Background: an optimization exercise with open tools, aiming at small area. Do not read the settings as production practice.
Function was checked by simulation only, so behaviour that the tests miss may differ from the original.
Power is estimated from default activity; no workload was simulated.

**design/flow/design.v**
```verilog
module SDRAM_arbit(
    input                   sysclk_100M         ,
    input                   rst_n               ,
    output                  CKE                 ,
    output                  cs_n                ,
    output  reg             ras_n               ,
    output  reg             cas_n               ,
    output  reg             we_n                ,
    output          [12:0]  addr                ,
    output          [ 1:0]  ba                  ,
    output          [ 1:0]  dqm                 ,
    output          [15:0]  dq_o                ,
    output                  dq_oe               ,
    input           [15:0]  dq_i                ,
    input                   write_trig          ,
    output                  write_data_vld      ,
    input           [15:0]  w_dq                ,
    input                   read_trig           ,
    output                  read_data_vld       ,
    output          [15:0]  r_dq                ,
    output                  write_end
);
localparam  A_INIT  = 3'b000,
            A_ARB   = 3'b001,
            A_REF0  = 3'b010,    
            A_REF   = 3'b011,
            A_WR0   = 3'b100,    
            A_WR    = 3'b101,
            A_RD0   = 3'b110,    
            A_RD    = 3'b111;
localparam  E_IDLE  = 3'b000,
            E_REQ   = 3'b001,
            E_ACT0  = 3'b010,
            E_ACT1  = 3'b011,
            E_XFER  = 3'b100,
            E_PRE0  = 3'b110,
            E_PRE1  = 3'b111;
localparam  ROW_LAST = 1440 - 1;
reg  [2:0]  sa;
reg         flag;            
reg         ack_d;           
reg  [14:0] dcnt;            
reg         rr_d;            
reg  [10:0] addr_q;
reg         ba_q;
reg  [2:0]  ws;
reg  [8:0]  wcb;             
reg  [10:0] wrow;
reg         wbank;
reg         wend_q;
reg         wpe;             
reg         wtrig_d;
reg  [2:0]  rs;
reg  [3:0]  rc;
reg  [5:0]  rcol;
reg  [10:0] rrow;
reg         rbank;
reg         rend_q;
reg         rpe;
reg         rtrig_d;
assign CKE   = 1'b1;
assign cs_n  = 1'b0;
assign dqm   = 2'b00;
assign addr  = {2'b00, addr_q};
assign ba    = {ba_q, 1'b0};
assign dq_o  = w_dq;
assign r_dq  = dq_i;
assign dq_oe = sa[2] & ~sa[1];
wire d_hi0   = (dcnt[14:1] == 14'd0);
wire d_zero  = d_hi0 & ~dcnt[0];
wire ref0    = (sa == A_REF0);
wire ref_req = d_zero & ~ref0;
wire w_idle  = (ws == E_IDLE);
wire w_req   = (ws == E_REQ);
wire w_act   = ~ws[2] & ws[1];
wire w_act0  = (ws == E_ACT0);
wire w_act1  = (ws == E_ACT1);
wire w_xfer  = ws[2] & ~ws[1];
wire w_pre   = ws[2] & ws[1];
wire w_pre0  = w_pre & ~ws[0];
wire w_pre1  = w_pre & ws[0];
wire w_b7    = (wcb[2:0] == 3'd7);
wire w_rowend = (wcb == 9'h1ff);
wire w_lastrow = (wrow == ROW_LAST);
wire w_frame = w_rowend & w_lastrow;
wire w_end_set = (wcb[7:0] == 8'b1111_1110);
assign write_end      = w_end_set | (~w_act & wend_q);
assign write_data_vld = w_xfer;
wire w_bank_now = wbank ^ w_frame;
wire r_idle  = (rs == E_IDLE);
wire r_req   = (rs == E_REQ);
wire r_act   = ~rs[2] & rs[1];
wire r_act0  = (rs == E_ACT0);
wire r_act1  = (rs == E_ACT1);
wire r_xfer  = rs[2] & ~rs[1];
wire r_pre   = rs[2] & rs[1];
wire r_pre0  = r_pre & ~rs[0];
wire r_pre1  = r_pre & rs[0];
wire rc11    = rc[3] & rc[1] & rc[0];
wire rc9     = rc[3] & ~rc[1] & rc[0];
wire rc0     = (rc == 4'd0);
wire r_rowend = rc11 & (rcol == 6'd63);
wire r_lastrow = (rrow == ROW_LAST);
wire r_frame = r_rowend & r_lastrow;
wire r_end_set = rc9 & (rcol[4:0] == 5'd31);
wire read_end = r_end_set | (~r_act & rend_q);
assign read_data_vld = rc[3] | rc[2];
wire r_bank_now = r_frame ? ~wbank : rbank;
wire both    = w_req & r_req & write_end & read_end;
wire g_ref   = ref_req;
wire g_rd    = both ? flag : (~(w_req & read_end) & r_req & write_end);
wire g_wr    = both ? ~flag : (w_req & read_end);
reg [2:0] sa_nx;
always @(*) begin
    case (sa)
        A_INIT: sa_nx = d_hi0 ? A_ARB : A_INIT;
        A_ARB:  sa_nx = g_ref ? A_REF0 : g_rd ? A_RD0 : g_wr ? A_WR0 : A_ARB;
        A_REF0: sa_nx = A_REF;
        A_REF:  sa_nx = (dcnt[2:0] == 3'b110) ? A_ARB : A_REF;
        A_WR0:  sa_nx = A_WR;
        A_WR:   sa_nx = (wpe & (d_zero | write_end)) ? A_ARB : A_WR;
        A_RD0:  sa_nx = A_RD;
        default: sa_nx = (rpe & (d_zero | read_end)) ? A_ARB : A_RD;
    endcase
end
always @(posedge sysclk_100M or negedge rst_n) begin
    if (!rst_n) begin
        sa    <= A_INIT;
        flag  <= 1'b0;
        ack_d <= 1'b0;
        rr_d  <= 1'b0;
        dcnt  <= 15'd20012;
    end else begin
        sa    <= sa_nx;
        if (sa[2])
            flag <= ~sa[1];
        ack_d <= sa[2] & ~sa[0];
        rr_d  <= ref_req;
        if (ref0)
            dcnt <= 15'd780;
        else if (!d_zero)
            dcnt <= dcnt - 15'd1;
    end
end
reg  [2:0]  cmd_w, cmd_r;
reg  [10:0] adr_w, adr_r;
always @(*) begin
    cmd_w = w_act0 ? 3'b011 : (w_xfer & (wcb[2:0] == 3'd0)) ? 3'b100 : w_pre0 ? 3'b010 : 3'b111;
    adr_w = w_act ? wrow : {w_pre0, 1'b0, wcb};
    cmd_r = r_act0 ? 3'b011 : (r_xfer & rc0) ? 3'b101 : r_pre0 ? 3'b010 : 3'b111;
    adr_r = r_act ? rrow : r_xfer ? {2'b00, rcol, 3'b000} : 11'h400;
end
always @(posedge sysclk_100M) begin
    case (sa)
        A_INIT: begin
            {ras_n, cas_n, we_n} <= (dcnt == 15'd10) ? 3'b010 :
                                    (dcnt == 15'd8)  ? 3'b001 :
                                    (dcnt == 15'd1)  ? 3'b000 : 3'b111;
            addr_q <= (dcnt == 15'd1) ? 11'h033 : 11'h400;
            ba_q   <= 1'b0;
        end
        A_ARB: begin
            {ras_n, cas_n, we_n} <= 3'b111;
        end
        A_REF0, A_REF: begin
            {ras_n, cas_n, we_n} <= (dcnt[2:0] == 3'b100) ? 3'b001 : 3'b111;
            addr_q <= 11'd0;
            ba_q   <= 1'b0;
        end
        A_WR0, A_WR: begin
            {ras_n, cas_n, we_n} <= cmd_w;
            addr_q <= adr_w;
            ba_q   <= w_bank_now;
        end
        default: begin
            {ras_n, cas_n, we_n} <= cmd_r;
            addr_q <= adr_r;
            ba_q   <= r_bank_now;
        end
    endcase
end
wire ack_w_d = ack_d & ~sa[1];
wire ack_r_d = ack_d & sa[1];
reg [2:0] ws_nx;
always @(*) begin
    case (ws)
        E_IDLE: ws_nx = wtrig_d ? E_REQ : E_IDLE;
        E_REQ:  ws_nx = ack_w_d ? E_ACT0 : E_REQ;
        E_ACT0: ws_nx = E_ACT1;
        E_ACT1: ws_nx = E_XFER;
        E_PRE0: ws_nx = E_PRE1;
        E_PRE1: ws_nx = wend_q ? E_IDLE : rr_d ? E_REQ : E_ACT0;
        default: ws_nx = (w_b7 & (rr_d | wend_q | w_rowend)) ? E_PRE0 : E_XFER;
    endcase
end
always @(posedge sysclk_100M or negedge rst_n) begin
    if (!rst_n) begin
        ws      <= E_IDLE;
        wcb     <= 9'd0;
        wrow    <= 11'd0;
        wbank   <= 1'b0;
        wend_q  <= 1'b0;
        wpe     <= 1'b0;
        wtrig_d <= 1'b0;
    end else begin
        ws      <= ws_nx;
        wtrig_d <= write_trig;
        wpe     <= w_pre;
        wend_q  <= write_end;
        if (w_xfer)
            wcb <= wcb + 9'd1;
        if (w_rowend)
            wrow <= w_lastrow ? 11'd0 : wrow + 11'd1;
        wbank <= w_bank_now;
    end
end
reg [2:0] rs_nx;
always @(*) begin
    case (rs)
        E_IDLE: rs_nx = rtrig_d ? E_REQ : E_IDLE;
        E_REQ:  rs_nx = ack_r_d ? E_ACT0 : E_REQ;
        E_ACT0: rs_nx = E_ACT1;
        E_ACT1: rs_nx = E_XFER;
        E_PRE0: rs_nx = E_PRE1;
        E_PRE1: rs_nx = rend_q ? E_IDLE : rr_d ? E_REQ : E_ACT0;
        default: rs_nx = (rc11 & (rend_q | rr_d)) ? E_PRE0 : E_XFER;
    endcase
end
always @(posedge sysclk_100M or negedge rst_n) begin
    if (!rst_n) begin
        rs      <= E_IDLE;
        rc      <= 4'd0;
        rcol    <= 6'd0;
        rrow    <= 11'd0;
        rbank   <= 1'b0;
        rend_q  <= 1'b1;
        rpe     <= 1'b0;
        rtrig_d <= 1'b0;
    end else begin
        rs      <= rs_nx;
        rtrig_d <= read_trig;
        rpe     <= r_pre;
        rend_q  <= read_end;
        if (rc11)
            rc <= 4'd0;
        else if (r_xfer)
            rc <= rc + 4'd1;
        if (rc11)
            rcol <= rcol + 6'd1;
        if (r_rowend)
            rrow <= r_lastrow ? 11'd0 : rrow + 11'd1;
        rbank <= r_bank_now;
    end
end
endmodule
```
**design/flow/run.sh**
```bash
#!/bin/bash
# synth_recipe.tcl (not shown) runs the flow's synth.tcl, then flattens the netlist and writes it again
# the make line also repeats each setting of config.mk as NAME=value (left out here)
make -C /OpenROAD-flow-scripts/flow DESIGN_CONFIG=/design/flow/config.mk WORK_HOME=/design/flow/orfs CLKGATE_MAP_FILE= SYNTH_SCRIPT=/design/flow/synth_recipe.tcl finish
```
**design/flow/config.mk**
```make
export PLATFORM = sky130hd
export DESIGN_NAME = SDRAM_arbit
export DESIGN_NICKNAME = SDRAM_arbit
export VERILOG_FILES = /design/flow/design.v
export SDC_FILE = /design/flow/constraint.sdc
export NUM_CORES = 4
export LEC_CHECK = 0
export ABC_AREA = 1
export CAP_MARGIN = 20
export CORE_MARGIN = 2
export CORE_UTILIZATION = 40
export SLEW_MARGIN = 20
```
**design/flow/constraint.sdc**
```tcl
create_clock -name core_clock -period 10.0 [get_ports {sysclk_100M}]
set_input_delay 2.0000 -clock core_clock [delete_from_list [all_inputs] [get_ports {sysclk_100M}]]
set_output_delay 2.0000 -clock core_clock [all_outputs]
set_load 0.01 [all_outputs]
```
==> results of run 1 <==
==> sequential cells by signal (all words and copies together) (netlist names), 3 cells and up <==
register / count
ws: 3
sa: 3
wcb: 9
dcnt: 15
rc: 4
rrow: 11
rs: 3
addr_q: 11
wrow: 11
rcol: 6
==> routing by layer <==
| layer | GRT usage [%] | part of all wire [%] | wire, um |
|---|---|---|---|
| met1 | 22.1 | 45 | 5260 |
| met2 | 29.1 | 47 | 5520 |
| met3 | 5.06 | 4.8 | 559 |
| met4 | 6.25 | 2.6 | 300 |
| met5 | 0 | 0 | 0 |
==> synth_stat cells (8+ instances only) <==
library cell	instances
dfrtp_1	68
nor3_1	39
buf_4	41
nand3_1	45
nand4_1	13
nand2_1	122
a21oi_1	12
xor2_1	20
inv_1	82
edfxtp_1	12
nor2_1	70
ha_1	15
dfstp_2	8
o21ai_0	30
==> final timing paths <==
check / end / cells after the start
hold reg to reg: rc[2] / 1
setup / recovery: dq_o[0] / 0
max in group asynchronous: ack_d / 1
min in group asynchronous: rrow[0] / 1
setup reg to reg: dcnt[12] / 7
hold / removal: rc[2] / 1
==> power groups by stage <==
stage          Combinational (mW)  Sequential, mW  Clock [mW]
6_report                   0.0113           0.376       0.339
5_1_grt                    0.0131           0.376       0.367
4_1_cts                    0.0116           0.376       0.350
3_5_place_dp               0.0116           0.383           0
3_3_place_gp               0.0114           0.383           0
2_1_floorplan              0.0184           0.383           0
==> area by class of cell <==
class	instances	share of cell area, %
Clock buffer	9	4.04
Clock inverter	7	1.24
Inverter	85	5.73
Multi-Input combinational cell	417	39.3
Sequential cell	91	41.9
Tap cell	172	3.87
Timing Repair Buffer	22	3.98
==> cell families (layout without fill, tap and decap cells) <==
group	count (synthesis)	in the layout	share of synthesized area (%)
fa+ha+maj	15	15	3.65
simple gates	303	303	26.3
flops	91	91	45.4
other cells	2	7	0.146
xor+xnor	25	25	4.26
buf+inv	129	123	12.4
compound gates	67	67	7.79
==> stage by stage <==
stage	util, %	worst slack, ns	cell area [sq um]	total power, mW
after floorplan	-	5.88	5160	0.401
after global placement	41.9	6.00	5270	0.394
final	44.3	6.00	5570	0.726
after global routing	44.3	5.86	5570	0.756
after CTS	44.3	6.00	5560	0.737
after detailed placement	41.9	6.00	5270	0.394
==> flow_summary.toml, run 1 <==
[outcome]
status = "finished clean"

[clocking]
root_buffer = "clkbuf_16"
cts_tree = "built"
postCtsResizedCells = 0
cts.sinks = 91
clk_pin_slew_worst_paths_ns = 0.06
clock_latency_ns = 0.35
cts_setup_buffers = 0
cts_buffers = 9
postCtsHoldBufs = 0
h-tree-depth = 3
clk_path_buf_depth = 2

[synth]
ys_ff_latch = 91
synth.avg_cell_area_sq_um = 8.13
ys_seq_area_share_pct = 45.4
ys.flop_type = "dfrtp_1"
synthCells = 632
synth_top_area_cell = "dfrtp_1"
mappedNetlistArea_sq_um = 5140
ys_types = 43
synth_area_leaders = "dfrtp_1 (33%), nand2_1 (8.9%), edfxtp_1 (7.0%), buf_4 (6.0%), inv_1 (6.0%)"
async_reset_ff_share_pct = 83.5
synthDominantCellAreaShare_pct = 33.1
ys_warn_count = 1
synth-edff-count = 12

[floorplan]
rows = 41
fp.dieH_um = 117
initial_core_util_pct = 40.9
dieArea_sq_um = 13800
io_pins = 94
chipWidth_um = 117
core_sq_um = 12600

[finish]
multi_input_area_sq_um = 2190
seq_area_sq_um = 2330
layout_common_cells = "nand2_1 (122), inv_1 (82), nor2_1 (70), dfrtp_1 (68), nand3_1 (45)"
diodes = 0
final_cells = 803
area_growth_pct = 8.35
num-nets-final = 677
layout_commonest_cell = "nand2_1"
layout-drive-gt1-share_pct = 5.39
fill_cells = 1227

[sta]
hold_viol = 0
hold_slack_ns = 0.466
skew_ns = 0.00713
fin_crit_sh_pct = 40.0
setup_viol = 0
drv_slew = 0
tns_ns = 0
slew_headroom_pct = 47.8
fin_crit_ns = 4.00
tightest_slew_ns = 0.781
rsz0062_at_grt = "no"
fmax_mhz = 250

[min_path]
hold_class = "reg -> reg"
hold_start = "rc[2]"

[setup_path]
crit_type = "in -> out"
cp-start-kind = "input port"
startpoint = "w_dq[0]"
reg2reg_from = "sa[2]"
crit_required_ns = 8.00
reg2reg_slack_ns = 7.72
critPathCaptureType = "output port"
cp.arrival_ns = 2.00
crit_fanout = 1

[place]
io_buffers = 22
dpl.cell_count = 787
gp_congestion = 0.874
dp_hpwl_um = 8610

[pwr]
p_comb_share_pct = 1.6
internal_power_mw = 0.570
peakVddDrop_v = 0.0000807
switching_power_mw = 0.156
power_frac_clock_pct = 46.7
netSwitchingFraction_pct = 21.5
leakage_nw = 2.47
seqPwrFrac_pct = 51.8
p_per_area_nw_per_um2 = 130

[global_routing]
track_usage_pct = 17.6
grt_pass1_vias = 3958
grt_first_pass_wirelength_um = 19600
grt_start_max_net_pins = 77
overflow = 0
antenna_found_initial = 0

[drt]
ant_nets = 0
wire_per_inst_um = 14.5
via_per_inst = 5.07
drtPass1Iterations = 5
drc = 0
vias = 4073
drtIter0Drc = 295
wl_um = 11600

[job]
cap_violations = 0
==> run 2, diff against run 1 <==
--- a/design/flow/config.mk
+++ b/design/flow/config.mk
@@ -5,7 +5,6 @@
 export SDC_FILE = /design/flow/constraint.sdc
 export NUM_CORES = 4
 export LEC_CHECK = 0
-export ABC_AREA = 1
 export CAP_MARGIN = 20
 export CORE_MARGIN = 2
 export CORE_UTILIZATION = 40
==> run 2 against run 1 <==
Still clean. Clock power is 19% higher. Sequential share of layout area grew 0.96 points. Setup slack got worse by 0.25 ns. Critical endpoint is now dq_oe.
==> flow_summary.toml, run 2 <==
[setup_path]
crit_required_ns = 8.00
startpoint = "sa[1]"
critPathCaptureType = "output port"
reg2reg_slack_ns = 7.32
cp.arrival_ns = 2.25
r2r_cells = 9
critPathCapture = "dq_oe"
crit_type = "reg -> out"
reg2reg_from = "wcb[1]"
reg2reg_to = "ba_q"
cp-start-kind = "flip-flop"
crit_fanout = 18

[clocking]
cts_tree = "built"
cts_buffers = 9
clk_path_buf_depth = 2
clock_latency_ns = 0.35
postCtsResizedCells = 0
h-tree-depth = 3
cts.sinks = 91
cts_setup_buffers = 0
clk_pin_slew_worst_paths_ns = 0.07
postCtsHoldBufs = 0
root_buffer = "clkbuf_16"

[synth]
ys.flop_type = "dfrtp_1"
synth-edff-count = 12
synth_top_area_cell = "dfrtp_1"
synthCells = 529
synth_most_common_cell = "nand2_1"
synth.avg_cell_area_sq_um = 9.46
yosys-top-cells-count = "nand2_1 (76), dfrtp_1 (68), buf_4 (40), nor2_1 (35), xnor2_1 (26)"
mappedNetlistArea_sq_um = 5000
ys_warn_count = 1
ys_ff_latch = 91
synthDominantCellAreaShare_pct = 34.0
ys_seq_area_share_pct = 46.6
synth_area_leaders = "dfrtp_1 (34%), edfxtp_1 (7.2%), buf_4 (6.0%), nand2_1 (5.7%), xnor2_1 (4.6%)"
async_reset_ff_share_pct = 83.5
ys_types = 67

[sta]
fin_crit_ns = 4.25
hold_slack_ns = 0.498
slew_headroom_pct = 43.9
setup_viol = 0
hold_viol = 0
skew_ns = 0.0130
worst_slack_ns = 5.75
tns_ns = 0
fin_crit_sh_pct = 42.5
drv_slew = 0
fmax_mhz = 235
rsz0062_at_grt = "no"
tightest_slew_ns = 0.831

[drt]
ant_nets = 0
drtIter0Drc = 253
wl_um = 10500
wire_per_inst_um = 15.6
drc = 0
vias = 3575
drtPass1Iterations = 5
via_per_inst = 5.28

[pwr]
p_per_area_nw_per_um2 = 145
power_mw = 0.789
leakage_nw = 2.25
peakVddDrop_v = 0.0000979

[outcome]
status = "finished clean"

[place]
place_area_sq_um = 5050
io_buffers = 22
dp_slack_ns = 6.00
gp_congestion = 0.892
dp_hpwl_um = 7510
dpl.cell_count = 660

[finish]
diodes = 0
num-nets-final = 555
largest_register_ffs = 15
layout_commonest_cell = "nand2_1"
final_cells = 677
layout-drive-gt1-share_pct = 7.47
fill_cells = 1197
layout_common_cells = "nand2_1 (76), dfrtp_1 (68), nor2_1 (35), xnor2_1 (26), a21oi_1 (22)"
area_growth_pct = 8.80
fin_util_pct = 44.9
fin_area_sq_um = 5440
largest-register = "dcnt"

[global_routing]
grt_pass1_vias = 3532
track_usage_pct = 17.1
grt_start_max_net_pins = 77
grt_first_pass_wirelength_um = 18000
overflow = 0
antenna_found_initial = 0

[floorplan]
initial_core_util_pct = 41.3
io_pins = 94
rows = 40
fp.dieH_um = 116
dieArea_sq_um = 13400
core_sq_um = 12100
chipWidth_um = 116

[min_path]
hold_class = "reg -> reg"
hold_start = "rbank"

[job]
cap_violations = 0
[run 2: changes by cell type in the layout (fill, tap and decap cells not counted), sizes merged, moves of 21 or more]
cell,previous run,this run
inv,83,20
nand2,123,76
nand3,48,17
nor2,72,36
nor3,41,16
xnor2,5,26
[run 2: how the worst min path moves through the flow]
| stage | endpoint | slack (ns) | depth (start not counted) |
|---|---|---|---|
| 2_1_floorplan | rbank | 0.45 | 2 |
| 3_3_place_gp | rbank | 0.47 | 2 |
| 3_5_place_dp | flag | 0.48 | 1 |
| 4_1_cts | rbank | 0.49 | 2 |
| 5_1_grt | rbank | 0.53 | 2 |
| 6_report | rbank | 0.50 | 2 |
[run 2: kinds of logic (layout without fill, tap and decap cells)]
family	after synthesis	in the layout	share of synthesized area, %
AND/OR/NAND/NOR	204	204	20.1
flip-flops	91	91	46.6
AO/OA/AOI/OAI	86	86	11.4
buffers and inverters	84	59	9.48
XOR/XNOR	36	36	6.30
adder cells (fa/ha/maj)	15	15	3.75
multiplexers	11	11	2.25
other	2	7	0.150
[run 2: cell type report]
cell class                 instances  area (sq um)  share of cell area [%]
tap                              168           210                    3.86
clock buffer                      11           254                    4.67
sequential                        91          2330                    42.9
timing repair buffer              24           253                    4.64
inverter                          19          71.3                    1.31
multi-input combinational        359          2210                    40.7
clock inverter                     5           108                    1.98
[run 2: routing by layer]
metal / GRT usage, % / share of wire (%) / up-vias
met5: 0 / 0 / -
met4: 3.17 / 0.73 / 0
met3: 5.18 / 4.3 / 14
met2: 27.9 / 47 / 94
met1: 23.0 / 48 / 1725
li1: - / - / 1742
[run 2: power by group]
group          switching [mW]  internal, mW  leakage (nW)
clock network           0.144         0.261         0.175
logic                 0.00738       0.00207         0.967
registers            0.000125         0.374          1.11
total                   0.152         0.637          2.25
[run 2: critical path, cell delays in order (launching register included)]
cell and delay (ns):
dfrtp_1 0.59, nand2b_1 0.40, inv_1 0.31, clkdlybuf4s50_1 0.60

port drivers added, routing unchanged:
Ports are ideal in the flow. The routed layouts listed here were re-timed in OpenROAD.
Step 1, drivers: a clkbuf_16 drives sysclk_100M and a buf_2 each remaining input, both assumed.
Step 2 adds t to the input delays and takes it off the output delays; t is the mean of the earliest and latest rising clock arrival at the registers after step 1. Input paths then give back, and output paths get back, about the clock's delay inside the block.
Three values: no drivers, after step 1, after step 2; two values: the first two.
| run | t (ns) | setup WS [ns] | worst setup path at the end |
|---|---|---|---|
| run 1 | 0.382 | 6.000 / 5.949 / 5.949 | input to output |
| run 2 | 0.379 | 5.745 / 5.709 / 5.953 | input to output |
After both steps every run listed still meets setup and hold. The setup slack of run 1, which loses most, moves by -0.051 ns with the drivers and by -0.051 ns with both steps.
